Source: an optimization exercise on an open RTL-to-GDS flow (aim: small area). Production flows keep margins and buffers that such runs may drop.
The RTL was checked by simulation tests, not by an equivalence proof against the original design.

==> flow/design.v (outline; a module is shown in full before it is edited, if it fits) <==
// module Posit_div_N32_ES6_PIPE12: 3654 lines
// module posit_dec: 17 lines
// module recip_tab: 267 lines
module Posit_div_N32_ES6_PIPE12(clk, in1, in2, start, out, inf, zero, done);
  // ...
==> flow/flow/run.sh <==
#!/bin/bash
# Standard ORFS layout, with one extra netlist pass between synthesis and floorplan:
# flow/polar.py flips the polarity of full-adder cells (FA(~a,~b,~c) = ~FA(a,b,c))
# where that removes inverters.  Registers and everything else are left as synthesized.
set -euo pipefail
WH=$(grep -o 'WORK_HOME=[^ ]*' standard.sh | head -1 | cut -d= -f2)
R=$WH/results/sky130hd/Posit_div_N32_ES6_PIPE12/base
bash standard.sh "$R/1_2_yosys.v" > synth_make.log 2>&1
cp "$R/1_2_yosys.v" "$R/1_2_yosys.std.v"
python3 flow/polar.py "$R/1_2_yosys.std.v" "$R/1_2_yosys.pol.v" > polar.log 2>&1
cp "$R/1_2_yosys.pol.v" "$R/1_2_yosys.v"
bash standard.sh > layout_make.log 2>&1
==> flow/flow/polar.py <==
#!/usr/bin/env python3
"""Remove inverters around sky130 full adders by flipping adder polarity.

A full adder is self-dual: FA(~a,~b,~c) = (~sum, ~cout).  For each fa cell we may
feed it the complements of its inputs and take the complements of its outputs;
this is done greedily whenever it reduces the number of inverters.
usage: polar.py in.v out.v
"""
import re, sys
from collections import defaultdict

src = open(sys.argv[1]).read()
cell_re = re.compile(r'^(\s*)(sky130_fd_sc_hd__\w+)\s+(\S+)\s*\((.*?)\);\s*$', re.S | re.M)
pin_re = re.compile(r'\.(\w+)\(\s*([^()]*?)\s*\)')

OUTPINS = {'X', 'Y', 'Q', 'Q_N', 'SUM', 'COUT', 'HI', 'LO'}
cells = {}      # name -> [type, {pin: net}]
order = []
pieces = []
pos = 0
for m in cell_re.finditer(src):
    pieces.append(src[pos:m.start()])
    pieces.append(('CELL', m.group(3)))
    pos = m.end()
    pins = dict(pin_re.findall(m.group(4)))
    cells[m.group(3)] = [m.group(2), pins]
    order.append(m.group(3))
pieces.append(src[pos:])
# nets used outside cells (assigns, ports) are external
ext = set()
for p in pieces:
    if isinstance(p, str):
        for line in p.split('\n'):
            l = line.strip()
            if l.startswith('assign') or l.startswith('output') or l.startswith('input'):
                for tok in re.findall(r'\\\S+|[A-Za-z_][\w$]*(?:\[\d+\])?', l):
                    ext.add(tok)
                    ext.add(re.sub(r'\[\d+\]$', '', tok))

def is_ext(net):
    return net in ext or re.sub(r'\[\d+\]$', '', net) in ext

driver = {}
loads = defaultdict(set)
def rebuild():
    driver.clear(); loads.clear()
    for c, (t, pins) in cells.items():
        for p, n in pins.items():
            if p in OUTPINS: driver[n] = (c, p)
            else: loads[n].add((c, p))
rebuild()

def is_inv(c): return cells[c][0].startswith(('sky130_fd_sc_hd__inv_', 'sky130_fd_sc_hd__clkinv_'))
newid = [0]
newnets = []
def new_net():
    newid[0] += 1
    n = f"_pol{newid[0]}_"
    newnets.append(n)
    return n
def inv_of(net):
    """an existing inverter driven by net, if any"""
    for c, p in loads.get(net, ()):
        if is_inv(c): return c
    return None
def add_inv(a, y):
    newid[0] += 1
    c = f"_polinv{newid[0]}_"
    cells[c] = ['sky130_fd_sc_hd__inv_1', {'A': a, 'Y': y}]
    order.append(c)
    driver[y] = (c, 'Y'); loads[a].add((c, 'A'))
    return c
def del_cell(c):
    t, pins = cells.pop(c)
    for p, n in pins.items():
        if p in OUTPINS: driver.pop(n, None)
        else: loads[n].discard((c, p))
def connect(c, p, net):
    old = cells[c][1][p]
    if p in OUTPINS: driver.pop(old, None); driver[net] = (c, p)
    else: loads[old].discard((c, p)); loads[net].add((c, p))
    cells[c][1][p] = net

XSWAP = {'sky130_fd_sc_hd__xor2_1': 'sky130_fd_sc_hd__xnor2_1',
         'sky130_fd_sc_hd__xnor2_1': 'sky130_fd_sc_hd__xor2_1'}
def is_x(c): return cells[c][0] in XSWAP
def xswap(c):
    t, pins = cells[c]
    nt = XSWAP[t]
    cells[c][0] = nt
    if 'X' in pins: pins['Y'] = pins.pop('X'); driver[pins['Y']] = (c, 'Y')
    elif 'Y' in pins: pins['X'] = pins.pop('Y'); driver[pins['X']] = (c, 'X')
def free_compl_driver(n):
    """driver cell whose type can be swapped to complement net n for free"""
    d = driver.get(n)
    if d and is_x(d[0]) and len(loads[n]) == 1 and not is_ext(n): return d[0]
    return None

def gain(f):
    pins = cells[f][1]
    g = 0
    for p in ('A', 'B', 'CIN'):
        n = pins[p]
        d = driver.get(n)
        if d and is_inv(d[0]):
            # complement available for free; inverter removable if only load
            if len(loads[n]) == 1 and not is_ext(n): g += 1
        elif free_compl_driver(n):
            pass
        else:
            if inv_of(n) is None: g -= 1
    for p in ('SUM', 'COUT'):
        n = pins[p]
        ld = loads.get(n, set())
        invl = [c for c, q in ld if is_inv(c)]
        xl = [c for c, q in ld if is_x(c)]
        other = len(ld) - len(invl) - len(xl)
        g += len(invl)
        if other > 0 or is_ext(n): g -= 1
    return g

def flip(f):
    pins = cells[f][1]
    for p in ('A', 'B', 'CIN'):
        n = pins[p]
        d = driver.get(n)
        if d and is_inv(d[0]):
            src_net = cells[d[0]][1]['A']
            connect(f, p, src_net)
            if not loads[n] and not is_ext(n): del_cell(d[0])
        elif free_compl_driver(n):
            xswap(free_compl_driver(n))
        else:
            i = inv_of(n)
            if i is None:
                y = new_net(); add_inv(n, y)
            else:
                y = cells[i][1]['Y']
            connect(f, p, y)
    for p in ('SUM', 'COUT'):
        n = pins[p]
        phys = new_net()
        connect(f, p, phys)
        for c, q in list(loads.get(n, ())):
            if is_inv(c):
                y = cells[c][1]['Y']
                for c2, q2 in list(loads.get(y, ())):
                    connect(c2, q2, phys)
                if is_ext(y):
                    # keep a buffer-free path: y must still be driven -> keep inverter off phys? use buf
                    cells[c][1]['A'] = phys; loads[n].discard((c, 'A')); loads[phys].add((c, 'A'))
                    cells[c][0] = 'sky130_fd_sc_hd__buf_1'
                else:
                    del_cell(c)
            elif is_x(c):
                xswap(c)
                connect(c, q, phys)
        if loads.get(n) or is_ext(n):
            add_inv(phys, n)

import random, copy
random.seed(1)
fas = [c for c in order if cells[c][0].startswith('sky130_fd_sc_hd__fa_')]
ninv0 = sum(1 for c in cells if is_inv(c))
total = 0
def ninv(): return sum(1 for c in cells if is_inv(c))
def snapshot(): return (copy.deepcopy(cells), list(order), list(newnets), newid[0])
best = (ninv(), snapshot())
for it in range(200):
    changed = 0
    fl = list(fas); random.shuffle(fl)
    for f in fl:
        if f not in cells: continue
        g = gain(f)
        if g > 0 or (g == 0 and it < 180 and random.random() < 0.3):
            flip(f); changed += 1
    total += changed
    n = ninv()
    if n < best[0]: best = (n, snapshot())
    if not changed: break
cells, order, newnets, newid[0] = best[1][0], best[1][1], best[1][2], best[1][3]
rebuild()
# cleanup: absorb remaining inverters into xor/xnor cells
for c in list(cells):
    if c not in cells or not is_inv(c): continue
    a = cells[c][1]['A']; y = cells[c][1]['Y']
    if is_ext(y): continue
    d = free_compl_driver(a)
    if d:
        xswap(d)
        for c2, q2 in list(loads.get(y, ())): connect(c2, q2, a)
        del_cell(c); continue
    ld = list(loads.get(y, ()))
    if ld and all(is_x(c2) for c2, q2 in ld) and len(set(c2 for c2, q2 in ld)) == len(ld):
        for c2, q2 in ld:
            xswap(c2)
            connect(c2, q2, a)
        del_cell(c)
ninv1 = sum(1 for c in cells if is_inv(c))
sys.stderr.write(f"polar: flipped {total} adders, inverters {ninv0} -> {ninv1}\n")

# write out
out = []
first_cell = True
for p in pieces:
    if isinstance(p, str):
        out.append(p)
    else:
        c = p[1]
        if first_cell:
            first_cell = False
            out.append("".join(f"  wire {n};\n" for n in newnets))
            # new cells
            for c2 in order:
                if c2.startswith('_polinv') and c2 in cells:
                    t, pins = cells[c2]
                    out.append(f"  {t} {c2} (\n" + ",\n".join(f"    .{k}({v}{' ' if v.startswith(chr(92)) else ''})" for k, v in pins.items()) + "\n  );\n")
        if c in cells:
            t, pins = cells[c]
            out.append(f"  {t} {c} (\n" + ",\n".join(f"    .{k}({v}{' ' if v.startswith(chr(92)) else ''})" for k, v in pins.items()) + "\n  );")
        else:
            out.append("")
open(sys.argv[2], 'w').write("".join(out))
==> flow/standard.sh <==
#!/bin/bash
# synth_recipe.tcl (not shown) runs the flow's synth.tcl, then flattens the netlist and writes it again
# the make line also repeats each setting of config.mk as NAME=value (left out here)
make -C /OpenROAD-flow-scripts/flow DESIGN_CONFIG=/design/flow/config.mk WORK_HOME=/design/flow/orfs CLKGATE_MAP_FILE= SYNTH_SCRIPT=/design/flow/synth_recipe.tcl "${@:-finish}"
==> flow/config.mk <==
export PLATFORM = sky130hd
export DESIGN_NAME = Posit_div_N32_ES6_PIPE12
export DESIGN_NICKNAME = Posit_div_N32_ES6_PIPE12
export VERILOG_FILES = /design/flow/design.v
export SDC_FILE = /design/flow/constraint.sdc
export NUM_CORES = 4
export LEC_CHECK = 0
export ABC_AREA = 1
export CAP_MARGIN = 5
export CORE_MARGIN = 2
export CORE_UTILIZATION = 65
export CTS_BUF_LIST = sky130_fd_sc_hd__clkbuf_8
export SLEW_MARGIN = 5
==> flow/constraint.sdc <==
create_clock -name core_clock -period 9.0 [get_ports {clk}]
set_input_delay 1.8000 -clock core_clock [delete_from_list [all_inputs] [get_ports {clk}]]
set_output_delay 1.8000 -clock core_clock [all_outputs]
set_load 0.01 [all_outputs]
==> impl_results.md, run 1 <==
* H-tree levels at 3
* Hold path startpoint: m1_r3[7]
* Placer Congestion at roughly 0.96
* 1st-pass router iterations at 6
* M1 wire length at about 57000 microns
* Max Clock Freq at ~120 MHz
* Outcome: finished clean
* Vias at roughly 45000
* R2r setup slk at about 0.91 ns
* Maxcap violations at 0
* Minimum clock period at 8.29 ns
* DP Area at around 54000 sq um
* Tap cells at about 1100
* Non-clk bufs at 220
* CP Depth at 36
* Routed Antenna Nets at 0
* Number of DRC markers in iteration 0 at 4149
* Multi-input combinational area share at 0.703
* Max FFs per register at 29
* Setup tns final at 0 ns
* Mapped Area at roughly 52000 sq um
* Syn-to-layout area delta at 6.33%
* Worst-Skew Late Latency at between 0.6 and 0.7 ns
* Most frequent cells in the layout: nand2_1 (959), xor2_1 (660), o22ai_1 (584)
* Die ar. at 82800 sq um
* Seq area share at 0.169
* Largest net degree at the start of global routing at 54
* Reg with most FFs: pm_r6
* GRT met2 Usage at 0.567
* Initial antenna violation count at 2
* Tightest Pin Transition at around 1.2 ns
* Grt total ovfl at 0
* Final Hold Viols at 0
* Multi-input comb cells at ~5000
* Worst Setup SP: pm_r6[28]
* Worst reg-to-reg path cell count at 41
* Worst R2R End: Rf_r5[23]
* Nets at roughly 7300
==> run 2, diff against run 1 <==
--- a/flow/flow/polar.py
+++ b/flow/flow/polar.py
@@ -196,6 +196,91 @@
             xswap(c2)
             connect(c2, q2, a)
         del_cell(c)
+# half adders next to inverters: rebuild them from xor/xnor + and/nand/nor gates
+def new_cell(t, pins):
+    newid[0] += 1
+    c = f"_polg{newid[0]}_"
+    cells[c] = [t, dict(pins)]
+    order.append(c)
+    for p_, n_ in pins.items():
+        if p_ in OUTPINS: driver[n_] = (c, p_)
+        else: loads[n_].add((c, p_))
+    return c
+def inv_only(n):
+    ld = loads.get(n, set())
+    return bool(ld) and not is_ext(n) and all(is_inv(c) for c, q in ld)
+def excl_inv_driver(n):
+    d = driver.get(n)
+    if d and is_inv(d[0]) and len(loads[n]) == 1 and not is_ext(n): return d[0]
+    return None
+def absorb(n):
+    """n is consumed only by inverters: remove them, return the net carrying ~n"""
+    invs = [c for c, q in loads[n]]
+    y0 = cells[invs[0]][1]['Y']
+    for c in invs[1:]:
+        y = cells[c][1]['Y']
+        for c2, q2 in list(loads.get(y, ())): connect(c2, q2, y0)
+        if is_ext(y): return None
+    for c in invs: del_cell(c)
+    return y0
+nha = 0
+for c in [c for c in list(cells) if cells[c][0].startswith('sky130_fd_sc_hd__ha_')]:
+    if c not in cells: continue
+    pins = cells[c][1]
+    a, b, so, co = pins['A'], pins['B'], pins['SUM'], pins['COUT']
+    ia, ib = excl_inv_driver(a), excl_inv_driver(b)
+    if ia and ib:
+        a2, b2 = cells[ia][1]['A'], cells[ib][1]['A']
+        del_cell(c); del_cell(ia); del_cell(ib)
+        new_cell('sky130_fd_sc_hd__xor2_1', {'A': a2, 'B': b2, 'X': so})
+        new_cell('sky130_fd_sc_hd__nor2_1', {'A': a2, 'B': b2, 'Y': co})
+        nha += 1
+        continue
+    if inv_only(co):
+        del_cell(c)
+        con = absorb(co)
+        if inv_only(so):
+            son = absorb(so)
+            new_cell('sky130_fd_sc_hd__xnor2_1', {'A': a, 'B': b, 'Y': son})
+        else:
+            new_cell('sky130_fd_sc_hd__xor2_1', {'A': a, 'B': b, 'X': so})
+        new_cell('sky130_fd_sc_hd__nand2_1', {'A': a, 'B': b, 'Y': con})
+        nha += 1
+        continue
+    if inv_only(so):
+        del_cell(c)
+        son = absorb(so)
+        new_cell('sky130_fd_sc_hd__xnor2_1', {'A': a, 'B': b, 'Y': son})
+        new_cell('sky130_fd_sc_hd__and2_1', {'A': a, 'B': b, 'X': co})
+        nha += 1
+sys.stderr.write(f"polar: rebuilt {nha} half adders\n")
+# a gate followed by an inverter that is its only load -> the complementary gate
+COMPL = {'nand2_1': 'and2_1', 'nor2_1': 'or2_1', 'nand3_1': 'and3_1', 'nor3_1': 'or3_1',
+         'o21ai_0': 'o21a_1', 'o21ai_1': 'o21a_1', 'a21oi_1': 'a21o_1',
+         'o22ai_1': 'o22a_1', 'a22oi_1': 'a22o_1', 'nand4_1': 'and4_1', 'nor4_1': 'or4_1',
+         'a211oi_1': 'a211o_1', 'o211ai_1': 'o211a_1', 'a31oi_1': 'a31o_1', 'o31ai_1': 'o31a_1'}
+ngc = 0
+for c in list(cells):
+    if c not in cells or not is_inv(c): continue
+    a = cells[c][1]['A']; y = cells[c][1]['Y']
+    if is_ext(a) or len(loads.get(a, ())) != 1: continue
+    d = driver.get(a)
+    if not d: continue
+    g = d[0]; t = cells[g][0][len('sky130_fd_sc_hd__'):]
+    if is_inv(g) and not is_ext(y):
+        # double inversion
+        src = cells[g][1]['A']
+        for c2, q2 in list(loads.get(y, ())): connect(c2, q2, src)
+        del_cell(c); del_cell(g); ngc += 1
+        continue
+    if t in COMPL and d[1] == 'Y':
+        del_cell(c)
+        pins = cells[g][1]
+        pins.pop('Y'); driver.pop(a, None)
+        pins['X'] = y; driver[y] = (g, 'X')
+        cells[g][0] = 'sky130_fd_sc_hd__' + COMPL[t]
+        ngc += 1
+sys.stderr.write(f"polar: merged {ngc} gate-inverter pairs\n")
 ninv1 = sum(1 for c in cells if is_inv(c))
 sys.stderr.write(f"polar: flipped {total} adders, inverters {ninv0} -> {ninv1}\n")
 
@@ -212,7 +297,7 @@
             out.append("".join(f"  wire {n};\n" for n in newnets))
             # new cells
             for c2 in order:
-                if c2.startswith('_polinv') and c2 in cells:
+                if (c2.startswith('_polinv') or c2.startswith('_polg')) and c2 in cells:
                     t, pins = cells[c2]
                     out.append(f"  {t} {c2} (\n" + ",\n".join(f"    .{k}({v}{' ' if v.startswith(chr(92)) else ''})" for k, v in pins.items()) + "\n  );\n")
         if c in cells:
==> impl_results.md, run 2 <==
* Worst EP required at 7.20 ns
* Routed Antenna Nets at 0 (unchanged)
* Vias at 44709 (+0.058%)
* Maxcap violations at 0 (unchanged)
* WL final at 140000 microns
* Die Span X at ~290 microns
* Nets at 7184 (-1.7%)
* Pins Over Slew Limit at 0
* Setup tns final at 0 ns (unchanged)
* Largest net degree at the start of global routing at 47 (-13%)
* Die ar. at 82300 sq um (-0.56%)
* Synth warn at 3
* Initial antenna violation count at 1 (-1)
* Initial core utilization at 0.657
* # Post-CTS Setup Buffers at 0
* Final WS setup at approximately 0.67 ns
* Deepest clock path buffer count at 3
* Commonest non-fill, non-tap cell in the layout: nand2_1
* Peak fanout along the critical path at 39
* Die height at ~290 microns
* Share of layout cells above drive strength 1 at 0.0662
* Worst Skew at 0.0629 ns
* Top flop regs: pm_r6: 29 flops, Rf_r5: 24 flops
* Clk root buf: clkbuf_8
* Tightest Pin Transition at 1.34 ns (+0.104 ns)
* Minimum clock period at 8.33 ns (+0.0364 ns)
* IO Count at ~100
* Final Hold Viols at 0 (unchanged)
* H-tree levels at 3 (unchanged)
* Post-cts sizing count at 0
* Worst min-delay path class: flop to flop
* Mean area per synthesized cell at roughly 8.2 sq um
* Filler cell count in the final layout at 6619
* GR Util All Layers at 0.339
* Worst-Skew Late Latency at 0.72 ns (+0.03 ns)
* Worst reg-to-reg path cell count at 39 (-4.9%)
* Cell count after synthesis at 6319
* Slew HR at 0.104
* Mapped Area at 52000 sq um (-0.56%)
* Syn-to-layout area delta at 7.06%
* Worst hold stages at 0
* Worst setup EP type: primary output
* Worst setup SP type: flop
* Crit path kind: flop to primary output
* Max FFs per register at 29 (unchanged)
* Grt total ovfl at 0 (unchanged)
* # clock sinks at between 400 and 500
* Global-route wire length before repair at around 230000 microns
* IO buf count at 100
* Max Clock Freq at 120 MHz (-0.44%)
* Most frequent cells in the layout: nand2_1 (960), xor2_1 (674), o22ai_1 (583)
* DRC errors left at 0
* HPWL Detailed at 107000 microns
* Number of DRC markers in iteration 0 at 4542 (+9.5%)
* Reg with most FFs: pm_r6
* Reg clk slew, reported paths at around 0.07 ns
* RSZ-0062 raised after global routing: false
* Placer Congestion at 0.984 (+2.0%)
* Routed wire per std cell at between 15 and 20 microns
* Vias/cell at approximately 6
* Core area at roughly 80000 sq um
* Total CTS buffers at ~80
* Slowest CP cell: clkdlybuf4s50_1
* Outcome: finished clean
* Setup violators final at 0
* Hold-fix buffers, CTS at 0
* CTS tree: yes
* # rows at 103
* Critical Path AT at around 6.5 ns
* Setup WS pre-CTS at 0.913 ns
* Period Utilization, post-route at 0.926
* Slowest stage delay, CP at around 0.55 ns
* Crit path top cell by count: nand2_2
* Vias in the first global route at roughly 44000
* Mapped Nets at 7208
* 1st-pass router iterations at 8 (+2)
## run 2: cell types whose count changed in the layout (fill, tap and decap cells not counted), moves of 10 or more
cell / before / now
and2_1: 5 / 55
xnor2_1: 288 / 326
o21a_1: 6 / 27
ha_1: 343 / 288
xor2_1: 660 / 674
inv_1: 561 / 438
nor2_1: 311 / 301
o21ai_0: 391 / 372
or2_1: 13 / 24
## run 2: worst paths after layout
path                                start        end  slack (ns)
worst max-delay path            pm_r6[28]    out[26]        0.67
worst min-delay path             m1_r3[0]   m1_r4[0]        0.27
worst max register to register  ny2_r4[1]  Rf_r5[23]        0.82
worst min register to register   m1_r3[0]   m1_r4[0]        0.27
## run 2: metrics by stage
step                      hold WS [ns]  instances  instance area [sq um]  utilization
final                            0.273       7410                  55700        0.704
after global routing             0.268       7410                  55700        0.704
after CTS                        0.260       7405                  55700        0.703
after detailed placement         0.312       7265                  53800        0.680
after global placement           0.310       7265                  53800        0.680
after floorplan                  0.310       6319                  52000            -
## run 2: final cells by class
cell class | count | area, sq um | share of cell area
Antenna cell | 5 | 12.5 | 0.000225
Clock buffer | 94 | 1290 | 0.0232
Clock inverter | 46 | 524 | 0.00941
Inverter | 512 | 1920 | 0.0346
Multi-Input combinational cell | 5008 | 39300 | 0.705
Sequential cell | 470 | 9410 | 0.169
Tap cell | 1050 | 1310 | 0.0236
Timing Repair Buffer | 225 | 1950 | 0.0350
## run 2: routing by layer
layer,GRT usage,up-vias,share of wire
met5,0,-,0
met4,0.120,0,0.035
met3,0.0541,409,0.078
met2,0.574,2012,0.48
met1,0.440,21262,0.41
li1,-,21026,-
## run 2: critical path: cells and delay by family, from the launching register on
kind / cells / cell delay, ns
flops: 1 / 0.52
simple gates: 22 / 2.72
buf+inv: 6 / 1.40
compound gates: 5 / 0.91
xor+xnor: 1 / 0.24
==> run 3, diff against run 2 <==
--- a/flow/flow/run.sh
+++ b/flow/flow/run.sh
@@ -1,7 +1,9 @@
 #!/bin/bash
 # Standard ORFS layout, with one extra netlist pass between synthesis and floorplan:
-# flow/polar.py flips the polarity of full-adder cells (FA(~a,~b,~c) = ~FA(a,b,c))
-# where that removes inverters.  Registers and everything else are left as synthesized.
+# flow/polar.py removes inverters from the synthesized netlist by flipping the polarity
+# of full-adder cells (FA(~a,~b,~c) = ~FA(a,b,c)), swapping xor/xnor, rebuilding half
+# adders next to inverters from xor/xnor + and/nand/nor gates, and merging a gate with
+# a following inverter into the complementary gate.  Registers are left as synthesized.
 set -euo pipefail
 WH=$(grep -o 'WORK_HOME=[^ ]*' standard.sh | head -1 | cut -d= -f2)
 R=$WH/results/sky130hd/Posit_div_N32_ES6_PIPE12/base
--- a/flow/config.mk
+++ b/flow/config.mk
@@ -9,5 +9,7 @@
 export CAP_MARGIN = 5
 export CORE_MARGIN = 2
 export CORE_UTILIZATION = 65
-export CTS_BUF_LIST = sky130_fd_sc_hd__clkbuf_8
+export CTS_BUF_LIST = sky130_fd_sc_hd__clkbuf_16
+export CTS_CLUSTER_DIAMETER = 120
+export CTS_CLUSTER_SIZE = 30
 export SLEW_MARGIN = 5
==> impl_results.md, run 3 <==
* Outcome: finished clean
* Initial core utilization at 0.657 (unchanged)
* Period Utilization, post-route at 0.919 (-0.00658)
* Top flop regs: pm_r6: 29 flops, Rf_r5: 24 flops
* HPWL Detailed at 107000 microns (unchanged)
* Routed Antenna Nets at 0 (unchanged)
* Hold worst-path end: m1_r5[7]
* Cell count after synthesis at 6319 (unchanged)
* Fin area at 54600 sq um (-2.0%)
* Crit path top cell by count: nand2_2
* Placer Congestion at 0.984 (unchanged)
* # clock sinks at 470 (unchanged)
* Hold-fix buffers, CTS at 0 (unchanged)
* Vias in the first global route at 43072 (-1.5%)
* Mapped Nets at 7208 (unchanged)
* Worst R2R End: Rf_r5[23]
* Vias at 44438 (-0.61%)
* Worst Setup SP: pm_r6[28]
* GR Util All Layers at 0.335 (-0.00441)
* Reg clk slew, reported paths at 0.10 ns (+0.03 ns)
* Max Clock Freq at 121 MHz (+0.72%)
* Most frequent cells in the layout: nand2_1 (960), xor2_1 (674), o22ai_1 (583)
* Syn-to-layout area delta at 4.93%
* DP Area at 53800 sq um (unchanged)
* WL final at 139000 microns (-0.84%)
* Synth warn at 3 (unchanged)
* Die height at 287 microns (unchanged)
* IO buf count at 100 (unchanged)
* Mapped Area at 52000 sq um (unchanged)
* CTS tree: yes
* Routed wire per std cell at 19.0 microns (+0.71%)
* # rows at 103 (unchanged)
* Slowest stage delay, CP at 0.55 ns (about the same)
* Core area at 79100 sq um (unchanged)
* Commonest non-fill, non-tap cell in the layout: nand2_1
* Grt total ovfl at 0 (unchanged)
* R2r setup slk at 0.83 ns (about the same)
* Worst min-delay path class: flop to flop
* Maxcap violations at 0 (unchanged)
* Largest net degree at the start of global routing at 47 (unchanged)
* Peak fanout along the critical path at 39 (unchanged)
* H-tree levels at 1 (-2)
* Die ar. at 82300 sq um (unchanged)
* IO Count at 101 (unchanged)
* Worst reg-to-reg path cell count at 39 (unchanged)
* DRC errors left at 0 (unchanged)
* Vias/cell at 6.09 (+0.95%)
* Tightest Pin Transition at 1.33 ns (-0.00907 ns)
* Reg2reg start: ny2_r4[1]
* Initial antenna violation count at 0 (-1)
* Minimum clock period at 8.27 ns (-0.0592 ns)
* Mean area per synthesized cell at 8.23 sq um (unchanged)
* Global-route wire length before repair at 225000 microns (-0.88%)
* Worst setup EP type: primary output
* Total CTS buffers at 22 (-72%)
* Pins Over Slew Limit at 0 (unchanged)
* 1st-pass router iterations at 6 (-2)
* Number of DRC markers in iteration 0 at 4343 (-4.4%)
* Clk root buf: clkbuf_16
* ANT cells at 0 (-5)
* Share of layout cells above drive strength 1 at 0.0524 (-0.0139)
* Worst setup SP type: flop
* Deepest clock path buffer count at 3 (unchanged)
* Final Hold Viols at 0 (unchanged)
* Max FFs per register at 29 (unchanged)
* Setup violators final at 0 (unchanged)
* Worst EP required at 7.20 ns (about the same)
* Slew HR at 0.110 (+0.00609)
* Critical Path AT at 6.47 ns (-0.06 ns)
* Setup tns final at 0 ns (unchanged)
* Crit path kind: flop to primary output
* Reg with most FFs: pm_r6
* Slowest CP cell: clkdlybuf4s50_1
* Worst Skew at 0.0239 ns (-0.0390 ns)
* Nets at 7128 (-0.78%)
* Die Span X at 287 microns (unchanged)
* RSZ-0062 raised after global routing: false
* Hold path startpoint: m1_r4[7]
* Worst-Skew Late Latency at 0.59 ns (-0.13 ns)
* Worst hold stages at 0 (unchanged)
run 3: worst max path at each step:
stage,to,cells past startpoint
finish,out[26],34
global route,out[26],35
CTS,out[26],34
detailed placement,Rf_r5[23],40
global placement,tab.c[0],56
floorplan,Rf_r5[23],37
run 3: through the flow:
step | std cells | hold slack (ns) | util | worst slack [ns]
5_1_grt | 7296 | 0.337 | 0.690 | 0.0310
4_1_cts | 7296 | 0.335 | 0.690 | 0.446
6_report | 7296 | 0.332 | 0.690 | 0.730
3_3_place_gp | 7265 | 0.310 | 0.680 | 1.20
3_5_place_dp | 7265 | 0.312 | 0.680 | 0.913
2_1_floorplan | 6319 | 0.310 | - | 1.46
run 3: area by class of cell:
class	count	area [sq um]
Clock buffer	23	576
Clock inverter	8	156
Fill cell	6743	24500
Inverter	512	1920
Multi-Input combinational cell	5008	39300
Sequential cell	470	9410
Tap cell	1050	1310
Timing Repair Buffer	225	1940
run 3: repair_timing:
item | CTS | global route
hold endpoints to repair | 0 | 0
setup endpoints to repair | 0 | 4
setup buffers | 0 | 0
resized for setup | 0 | 4
run 3: critical path, delay by kind of cell, from the launching register on:
family	cells	cell delay, ns
and+or+nand+nor	22	2.71
xor gates and xnor gates	1	0.24
AOI/OAI and AO/OA	5	0.97
buffers and inverters	6	1.40
DFF	1	0.53
run 3: per-layer routing:
| metal | GRT usage | part of all wire | up-vias |
|---|---|---|---|
| met5 | 0 | 0 | - |
| met4 | 0.108 | 0.037 | 0 |
| met3 | 0.0430 | 0.077 | 401 |
| met1 | 0.442 | 0.41 | 21175 |
| li1 | - | - | 20850 |
| met2 | 0.570 | 0.48 | 2012 |
==> run 4, diff against run 3 <==
--- a/flow/config.mk
+++ b/flow/config.mk
@@ -8,8 +8,7 @@
 export ABC_AREA = 1
 export CAP_MARGIN = 5
 export CORE_MARGIN = 2
-export CORE_UTILIZATION = 65
-export CTS_BUF_LIST = sky130_fd_sc_hd__clkbuf_16
-export CTS_CLUSTER_DIAMETER = 120
-export CTS_CLUSTER_SIZE = 30
+export CORE_UTILIZATION = 70
+export CTS_BUF_LIST = sky130_fd_sc_hd__clkbuf_8
+export PLACE_DENSITY = 0.75
 export SLEW_MARGIN = 5
==> impl_results.md, run 4 <==
* WL final at 141000 microns (+2.0%)
* Slew HR at 0.232 (+0.122)
* Top flop regs: pm_r6: 29 flops, Rf_r5: 24 flops
* Worst Skew at 0.0551 ns (+0.0312 ns)
* Vias at 45380 (+2.1%)
* Worst setup EP type: primary output
* Maxcap violations at 0 (unchanged)
* Slowest CP cell: clkdlybuf4s50_1
* Final WS setup at 0.685 ns (-0.0446 ns)
* Outcome: finished clean
* R2r setup slk at 0.73 ns (-0.10 ns)
* Max Clock Freq at 120 MHz (-0.54%)
* Largest net degree at the start of global routing at 49 (+4.3%)
* Hold worst-path end: m1_r5[17]
* Worst hold stages at 0 (unchanged)
* Setup WS pre-CTS at 1.00 ns (+0.0915 ns)
* GR Util All Layers at 0.366 (+0.0311)
* Nets at 7177 (+0.69%)
* Most frequent cells in the layout: nand2_1 (960), xor2_1 (674), o22ai_1 (583)
* Reg clk slew, reported paths at 0.06 ns (-0.04 ns)
* Peak fanout along the critical path at 48 (+23%)
* Worst EP required at 7.20 ns (about the same)
* Hold path startpoint: m1_r4[17]
* Clk root buf: clkbuf_8
* Die Span X at 277 microns (-3.6%)
* DRC errors left at 0 (unchanged)
* Global-route wire length before repair at 229000 microns (+2.0%)
* Hold-fix buffers, CTS at 0 (unchanged)
* Core area at 73200 sq um (-7.5%)
* Number of DRC markers in iteration 0 at 5176 (+19%)
* Die height at 277 microns (-3.6%)
* H-tree levels at 3 (+2)
* Worst R2R End: Rf_r5[23]
* Worst-Skew Late Latency at 0.70 ns (+0.11 ns)
* Grt total ovfl at 0 (unchanged)
* Crit path top cell by count: nand2_2
* # rows at 99 (-3.9%)
* Cell count after synthesis at 6319 (unchanged)
* Initial antenna violation count at 1 (+1)
* CTS tree: yes
* Initial core utilization at 0.711 (+0.0532)
* Pins Over Slew Limit at 0 (unchanged)
* Mapped Nets at 7208 (unchanged)
* IO Count at 101 (unchanged)
* Reg with most FFs: pm_r6
* 1st-pass router iterations at 9 (+3)
* Routed wire per std cell at 19.3 microns (+1.9%)
* # Post-CTS Setup Buffers at 0 (unchanged)
* HPWL Detailed at 107000 microns (-0.34%)
* Total CTS buffers at 77 (+250%)
* Vias in the first global route at 44730 (+3.8%)
* Setup tns final at 0 ns (unchanged)
* Worst setup SP type: flop
* Placer Congestion at 0.963 (-2.2%)
* Worst Setup SP: pm_r6[28]
* Final Hold Viols at 0 (unchanged)
* Routed Antenna Nets at 0 (unchanged)
* Syn-to-layout area delta at 6.57%
* Slowest stage delay, CP at 0.55 ns (about the same)
* Share of layout cells above drive strength 1 at 0.0648 (+0.0124)
* Mean area per synthesized cell at 8.23 sq um (unchanged)
* Crit path kind: flop to primary output
* RSZ-0062 raised after global routing: false
* # clock sinks at 470 (unchanged)
* Max FFs per register at 29 (unchanged)
* Synth warn at 3 (unchanged)
* Worst reg-to-reg path cell count at 37 (-5.1%)
* Die ar. at 76500 sq um (-7.0%)
* IO buf count at 100 (unchanged)
* Reg2reg start: ny2_r4[0]
* Setup violators final at 0 (unchanged)
* Worst min-delay path class: flop to flop
* Vias/cell at 6.21 (+2.0%)
* Period Utilization, post-route at 0.924 (+0.00495)
* Filler cell count in the final layout at 5520 (-18%)
* Minimum clock period at 8.31 ns (+0.0446 ns)
* Tightest Pin Transition at 1.14 ns (-0.181 ns)
* Mapped Area at 52000 sq um (unchanged)
* Deepest clock path buffer count at 3 (unchanged)
* Commonest non-fill, non-tap cell in the layout: nand2_1
* Critical Path AT at 6.51 ns (+0.04 ns)
==> run 4: metrics by stage <==
stage          hold slack, ns   util  instances  area, sq um
5_1_grt                 0.295  0.757       7307        55400
2_1_floorplan           0.310      -       6319        52000
6_report                0.284  0.757       7308        55400
3_3_place_gp            0.310  0.733       7168        53700
3_5_place_dp            0.312  0.733       7168        53700
4_1_cts                 0.272  0.757       7306        55400
==> run 4: timing repair <==
action / CTS / global route
setup endpoints to repair: 0 / 4
gates resized for setup: 0 / 3
hold endpoints to repair: 0 / 0
==> run 4: worst max-delay path: cells and delay by family (launching register included) <==
kind | cells | cell delay [ns]
AND/OR/NAND/NOR | 23 | 2.72
buffers and inverters | 6 | 1.38
XOR/XNOR | 1 | 0.21
AO/OA/AOI/OAI | 6 | 1.10
flip-flops | 1 | 0.42
==> run 4: area by class of cell <==
cell class              count  area (sq um)  share of cell area
multi-input cells        5008         39300               0.708
clock buffers              92          1270              0.0228
diodes                      2          5.00           0.0000903
flip-flops and latches    470          9410               0.170
repair buffers            219          1900              0.0343
inverters                 512          1920              0.0347
clock inverters            46           472             0.00851
well taps                 959          1200              0.0216
==> run 4: worst max-delay path by stage <==
| stage | endpoint | slack (ns) | depth (start not counted) |
|---|---|---|---|
| 6_report | out[26] | 0.69 | 36 |
| 2_1_floorplan | Rf_r5[23] | 1.46 | 37 |
| 3_3_place_gp | Rf_r5[23] | 1.15 | 37 |
| 3_5_place_dp | Rf_r5[23] | 1.00 | 37 |
| 4_1_cts | out[26] | 0.46 | 32 |
| 5_1_grt | Rf_r5[23] | 0.09 | 37 |
==> run 4: routing by layer <==
layer,routed length [microns],vias to the layer above,global-route usage
li1,-,21044,-
met1,55400,21328,0.465
met2,67300,2469,0.618
met3,12300,539,0.0584
met4,6350,0,0.159
met5,0,-,0
==> run 5, diff against run 4 <==
--- a/flow/config.mk
+++ b/flow/config.mk
@@ -8,7 +8,8 @@
 export ABC_AREA = 1
 export CAP_MARGIN = 5
 export CORE_MARGIN = 2
-export CORE_UTILIZATION = 70
+export CORE_UTILIZATION = 65
 export CTS_BUF_LIST = sky130_fd_sc_hd__clkbuf_8
-export PLACE_DENSITY = 0.75
+export CTS_CLUSTER_DIAMETER = 80
+export CTS_CLUSTER_SIZE = 16
 export SLEW_MARGIN = 5
==> impl_results.md, run 5 <==
* Outcome: finished clean
* Total CTS buffers at 38 (-51%)
* Filler cell count in the final layout at 6766 (+23%)
* Vias/cell at 6.07 (-2.3%)
* Max Clock Freq at 121 MHz (+0.79%)
* Crit path kind: flop to primary output
* Worst setup EP type: primary output
* Reg with most FFs: pm_r6
* Worst setup SP type: flop
* Die height at 287 microns (+3.7%)
* Cell count after synthesis at 6319 (unchanged)
* Vias at 44408 (-2.1%)
* Synth warn at 3 (unchanged)
* Hold WS at 0.283 ns (-0.00102 ns)
* # rows at 103 (+4.0%)
* Worst Skew at 0.0639 ns (+0.00878 ns)
* Mapped Area at 52000 sq um (unchanged)
* Max FFs per register at 29 (unchanged)
* Core area at 79100 sq um (+8.1%)
* Global-route wire length before repair at 225000 microns (-2.0%)
* FF+latch area at 9410 sq um (unchanged)
* Largest net degree at the start of global routing at 47 (-4.1%)
* Die ar. at 82300 sq um (+7.6%)
* CTS tree: yes
* Fin cells at 7318 (+0.14%)
* Setup tns final at 0 ns (unchanged)
* Reg clk slew, reported paths at 0.09 ns (+0.03 ns)
* Commonest non-fill, non-tap cell in the layout: nand2_1
* Tightest Pin Transition at 1.32 ns (+0.178 ns)
* Nets at 7144 (-0.46%)
* Pins Over Slew Limit at 0 (unchanged)
* DRC errors left at 0 (unchanged)
* Slowest CP cell: clkdlybuf4s50_1
* Top flop regs: pm_r6: 29 flops, Rf_r5: 24 flops
* Worst min-delay path class: flop to flop
* # Post-CTS Setup Buffers at 0 (unchanged)
* Setup violators final at 0 (unchanged)
* Syn-to-layout area delta at 4.97%
* Placer Congestion at 0.984 (+2.2%)
* Die Span X at 287 microns (+3.7%)
* Deepest clock path buffer count at 3 (unchanged)
* Routed Antenna Nets at 0 (unchanged)
* Slowest stage delay, CP at 0.55 ns (about the same)
* Final Hold Viols at 0 (unchanged)
* Period Utilization, post-route at 0.917 (-0.00721)
* Mean area per synthesized cell at 8.23 sq um (unchanged)
* GR Util All Layers at 0.335 (-0.0308)
* # clock sinks at 470 (unchanged)
* IO Count at 101 (unchanged)
* Clk root buf: clkbuf_8
* H-tree levels at 2 (-1)
* Peak fanout along the critical path at 39 (-19%)
* Grt total ovfl at 0 (unchanged)
* Initial core utilization at 0.657 (-0.0532)
* Crit path top cell by count: nand2_2
* Number of DRC markers in iteration 0 at 4337 (-16%)
* IO buf count at 100 (unchanged)
* Worst EP required at 7.20 ns (about the same)
* 1st-pass router iterations at 9 (unchanged)
* DP Cell Count at 7265 (+1.4%)
* Maxcap violations at 0 (unchanged)
* Vias in the first global route at 43136 (-3.6%)
* Most frequent cells in the layout: nand2_1 (960), xor2_1 (674), o22ai_1 (583)
* Critical Path AT at 6.45 ns (-0.06 ns)
* Mapped Nets at 7208 (unchanged)
* Routed wire per std cell at 18.9 microns (-2.1%)
* WL final at 138000 microns (-2.0%)
* Post-cts sizing count at 0 (unchanged)
* R2r setup slk at 0.82 ns (+0.09 ns)
* Hold-fix buffers, CTS at 0 (unchanged)
* RSZ-0062 raised after global routing: false
* Slew HR at 0.112 (-0.120)
* Area of the multi-input gates at 39300 sq um (about the same)
* HPWL Detailed at 107000 microns (+0.34%)
* Worst-Skew Late Latency at 0.66 ns (-0.04 ns)
* Minimum clock period at 8.25 ns (-0.0649 ns)
* Share of layout cells above drive strength 1 at 0.0554 (-0.00938)
* Initial antenna violation count at 1 (unchanged)
==> run 5: layout make-up <==
class	count	area share
clock buffer	40	0.0101
clock inverter	11	0.00346
sequential	470	0.172
tap	1050	0.0241
inverter	512	0.0352
timing repair buffer	225	0.0357
antenna	2	0.0000917
multi-input combinational	5008	0.719
==> run 5: per-layer routing <==
layer,GRT usage,part of all wire,up-vias
met1,0.440,0.41,21156
met4,0.110,0.036,0
met2,0.568,0.48,1946
met5,0,0,-
met3,0.0484,0.078,406
li1,-,-,20900
==> run 5: worst max-delay path: cells and delay by family, from the launching register on <==
family / cells / cell delay, ns
DFF: 1 / 0.52
xor gates and xnor gates: 1 / 0.24
buffers and inverters: 6 / 1.40
AOI/OAI and AO/OA: 5 / 0.89
and+or+nand+nor: 22 / 2.70
==> run 5: final timing paths <==
kind,start,depth (start not counted),endpoint
setup / recovery,pm_r6[28],34,out[26]
hold / removal,m2z_r3,0,m2z_r4
setup reg to reg,ny2_r4[1],39,Rf_r5[23]
hold reg to reg,m2z_r3,0,m2z_r4
==> run 5: through the flow <==
stage / util / setup slack, ns / area [sq um]
final: 0.690 / 0.750 / 54600
after global routing: 0.690 / 0.0426 / 54600
after CTS: 0.690 / 0.339 / 54600
after detailed placement: 0.680 / 0.913 / 53800
after global placement: 0.680 / 1.20 / 53800
after floorplan: - / 1.46 / 52000

re-timing with driven ports:
No port has a modelled driver above. Below, the same layouts with a new extraction and two added sets of constraints.
Step 1 (the two cells are an assumption about what drives the block):
set clk [get_ports {clk}]
set_driving_cell -lib_cell sky130_fd_sc_hd__clkbuf_16 $clk
set_driving_cell -lib_cell sky130_fd_sc_hd__buf_2 [delete_from_list [all_inputs] $clk]
Step 2, shift: input delay + t, output delay - t, t = (earliest + latest rising clock arrival at the registers) / 2. This alone moves slack from input paths to output paths.
Slacks: ideal ports / drivers / drivers and shift; pairs: ideal ports / drivers.
run | t, ns | setup slack, ns | worst register clock-pin slew, ns | pins driven straight from the clock port
run 1 | 0.741 | 0.707 / 0.637 / 0.714 | 0.07 / 0.07 | 1
run 2 | 0.756 | 0.670 / 0.603 / 0.821 | 0.07 / 0.07 | 1
run 3 | 0.646 | 0.730 / 0.658 / 0.828 | 0.11 / 0.11 | 1
run 4 | 0.743 | 0.685 / 0.614 / 0.735 | 0.09 / 0.09 | 1
run 5 | 0.698 | 0.750 / 0.679 / 0.816 | 0.11 / 0.11 | 1
After both steps setup and hold are still met in every run listed.
